This is an optimization exercise on Yosys and OpenROAD, whose aim is small area, not a production implementation. Power and IR drop assume default switching activity.

==> flow/design.v <==
module missile_predictor_fpga(
    input clk50mhz,
    input rst,
    input uart_rx,
    output reg servo_pwm_out_x,
    output reg servo_pwm_out_y
);
    reg [12:0] baud;
    reg [3:0]  bit_cnt;
    reg        byte_state;      
    reg        diff;            
    reg [7:0]  last_x;
    reg [7:0]  uart_y;
    wire rx_idle = bit_cnt[3] & bit_cnt[1];
    wire done    = rx_idle & ~bit_cnt[0];
    wire tick    = ~rx_idle & (&baud);
    wire shift   = tick & ~bit_cnt[3];
    always @(posedge clk50mhz) begin
        if (rx_idle)
            baud <= 13'h1b8b;
        else if (&baud)
            baud <= 13'h08ea;
        else
            baud <= {baud[11:0], baud[12] ^ baud[11] ^ baud[10] ^ baud[7]};
    end
    always @(posedge clk50mhz) begin
        if (rst)
            bit_cnt <= 4'd15;
        else if (rx_idle)
            bit_cnt <= uart_rx ? 4'd15 : 4'd0;
        else if (&baud)
            bit_cnt <= bit_cnt + 4'd1;
    end
    reg [4:0] cnt;
    wire x_done  = done & ~byte_state;
    wire cnt_hi  = cnt[4] & (cnt[3] | cnt[2]);           
    wire cnt_end = cnt[4] & cnt[3] & cnt[2] & cnt[1];    
    wire predict = x_done & cnt_end;
    wire pop     = x_done & diff & cnt_hi & ~cnt_end;
    wire win     = byte_state & ((bit_cnt == 4'd0) | (bit_cnt == 4'd15));
    wire old_bit = byte_state ? uart_y[0] : last_x[0];
    always @(posedge clk50mhz) begin
        if (rst) begin
            byte_state <= 1'b0;
            diff <= 1'b0;
            last_x <= 8'd128;
            uart_y <= 8'd128;
            cnt <= 5'd0;
        end else begin
            if (done)
                byte_state <= ~byte_state;
            if (shift)
                diff <= (diff & ~(byte_state & (bit_cnt[2:0] == 3'd0))) | (old_bit ^ uart_rx);
            if (shift & ~byte_state)
                last_x <= {uart_rx, last_x[7:1]};
            if (shift & byte_state)
                uart_y <= {uart_rx, uart_y[7:1]};
            if (x_done) begin
                if (cnt_end)
                    cnt <= {4'd0, diff};
                else if (cnt_hi | diff)
                    cnt <= cnt + 5'd1;
            end
        end
    end
    reg [7:0] ring_x [0:10];
    reg [7:0] ring_y [0:10];
    reg [3:0] slot;
    integer i;
    always @(posedge clk50mhz) begin
        if (rst)
            slot <= 4'd0;
        else if (!pop)
            slot <= (slot == 4'd10) ? 4'd0 : slot + 4'd1;
    end
    wire wr = win & ({1'b0, slot} + 5'd1 == cnt);
    always @(posedge clk50mhz) begin
        for (i = 0; i < 10; i = i + 1) begin
            ring_x[i] <= ring_x[i+1];
            ring_y[i] <= ring_y[i+1];
        end
        ring_x[10] <= wr ? last_x : ring_x[0];
        ring_y[10] <= wr ? uart_y : ring_y[0];
    end
    function [7:0] extrap(input [7:0] h19, input [7:0] h0);
        reg [8:0] d, v, p;
        begin
            d = {1'b0, h19} - {1'b0, h0};
            v = {{4{d[8]}}, d[8:4]};
            p = {1'b0, h19} + {v[5:0], 3'b000} + {v[7:0], 1'b0};
            extrap = p[7:0] & {8{~p[8]}};
        end
    endfunction
    reg [7:0] pred_x, pred_y;
    always @(posedge clk50mhz) begin
        if (win & (slot == 4'd0)) begin
            pred_x <= extrap(last_x, ring_x[0]);
            pred_y <= extrap(uart_y, ring_y[0]);
        end
    end
    reg [7:0] x_pos, y_pos;
    always @(posedge clk50mhz) begin
        if (rst) begin
            x_pos <= 8'd128;
            y_pos <= 8'd128;
        end else if (predict) begin
            x_pos <= pred_x;
            y_pos <= pred_y;
        end
    end
    reg [8:0]  pr;
    reg [11:0] pq;
    wire pr_end = &(pr | ~9'd293);
    wire pq_end = &(pq | ~12'd3316) & ~pq[8];
    wire pq_neg = &pq[11:8];
    always @(posedge clk50mhz) begin
        if (rst | (pq_end & pr_end)) begin
            pr <= 9'd188;
            pq <= 12'd4011;
        end else if (pr_end) begin
            pr <= 9'd0;
            pq <= pq + 12'd1;
        end else
            pr <= pr + 9'd1;
    end
    wire [8:0] ky = {1'b0, y_pos} + 9'd85;
    always @(posedge clk50mhz) begin
        if (rst) begin
            servo_pwm_out_x <= 1'b0;
            servo_pwm_out_y <= 1'b0;
        end else begin
            servo_pwm_out_x <= pq_neg | ({pq, pr >= 9'd198} < {4'b0000, x_pos, 1'b1});
            servo_pwm_out_y <= pq_neg | ({pq, pr >= 9'd208} < {3'b000, ky, 1'b1});
        end
    end
endmodule
Settings: LEC_CHECK=0, ABC_AREA=1, CAP_MARGIN=20, CORE_MARGIN=2, CORE_UTILIZATION=40, CTS_BUF_LIST=sky130_fd_sc_hd__clkbuf_4, SLEW_MARGIN=20; clock period 20.0 ns.
run.sh (not shown) runs the stock make flow with config.mk's settings and CLKGATE_MAP_FILE= SYNTH_SCRIPT=/design/flow/synth_recipe.tcl, a recipe that flattens the netlist after the stock synthesis.
Rerun with:
Settings changed: CORE_UTILIZATION 40 to 60, CTS_BUF_LIST sky130_fd_sc_hd__clkbuf_4 to sky130_fd_sc_hd__clkbuf_2 sky130_fd_sc_hd__clkbuf_4, CTS_CLUSTER_SIZE from default to 30.
The changed run finished with timing, DRC and antenna clean; via count is about the same; first-iteration DRC count drops by 2.9%; sequential power is about the same; power decreases by 2.6%; setup slack improves by 0.0066 ns; routed wire length decreases by 0.63%.
No run of this note included a check of the RTL's function; only the layout flow was run.

-- port drivers added, routing unchanged --
The results above use ideal ports. As a check the final layouts listed here were re-extracted and re-timed, cells and wires unchanged. Step 1 (the two cells are an assumption about what drives the block):
set clk [get_ports {clk50mhz}]
set_driving_cell -lib_cell sky130_fd_sc_hd__clkbuf_16 $clk
set_driving_cell -lib_cell sky130_fd_sc_hd__buf_2 [delete_from_list [all_inputs] $clk]
Step 2 also shifts input and output timing later by t, the mid clock arrival at the registers, as if the neighbouring blocks saw the same clock. Slacks: ideal ports / drivers / drivers and shift; pairs: ideal ports / drivers.
run	shift t [ns]	setup slack, ns	slew at the worst register clock pin (ns)
the first run	0.674	14.501 / 14.500 / 13.840	0.07 / 0.07
the second run	0.679	14.508 / 14.470 / 13.952	0.07 / 0.07
After both steps every run listed still meets setup and hold. For the first run, which loses most, drivers alone change the setup slack by -0.001 ns; drivers and shift together by -0.661 ns.
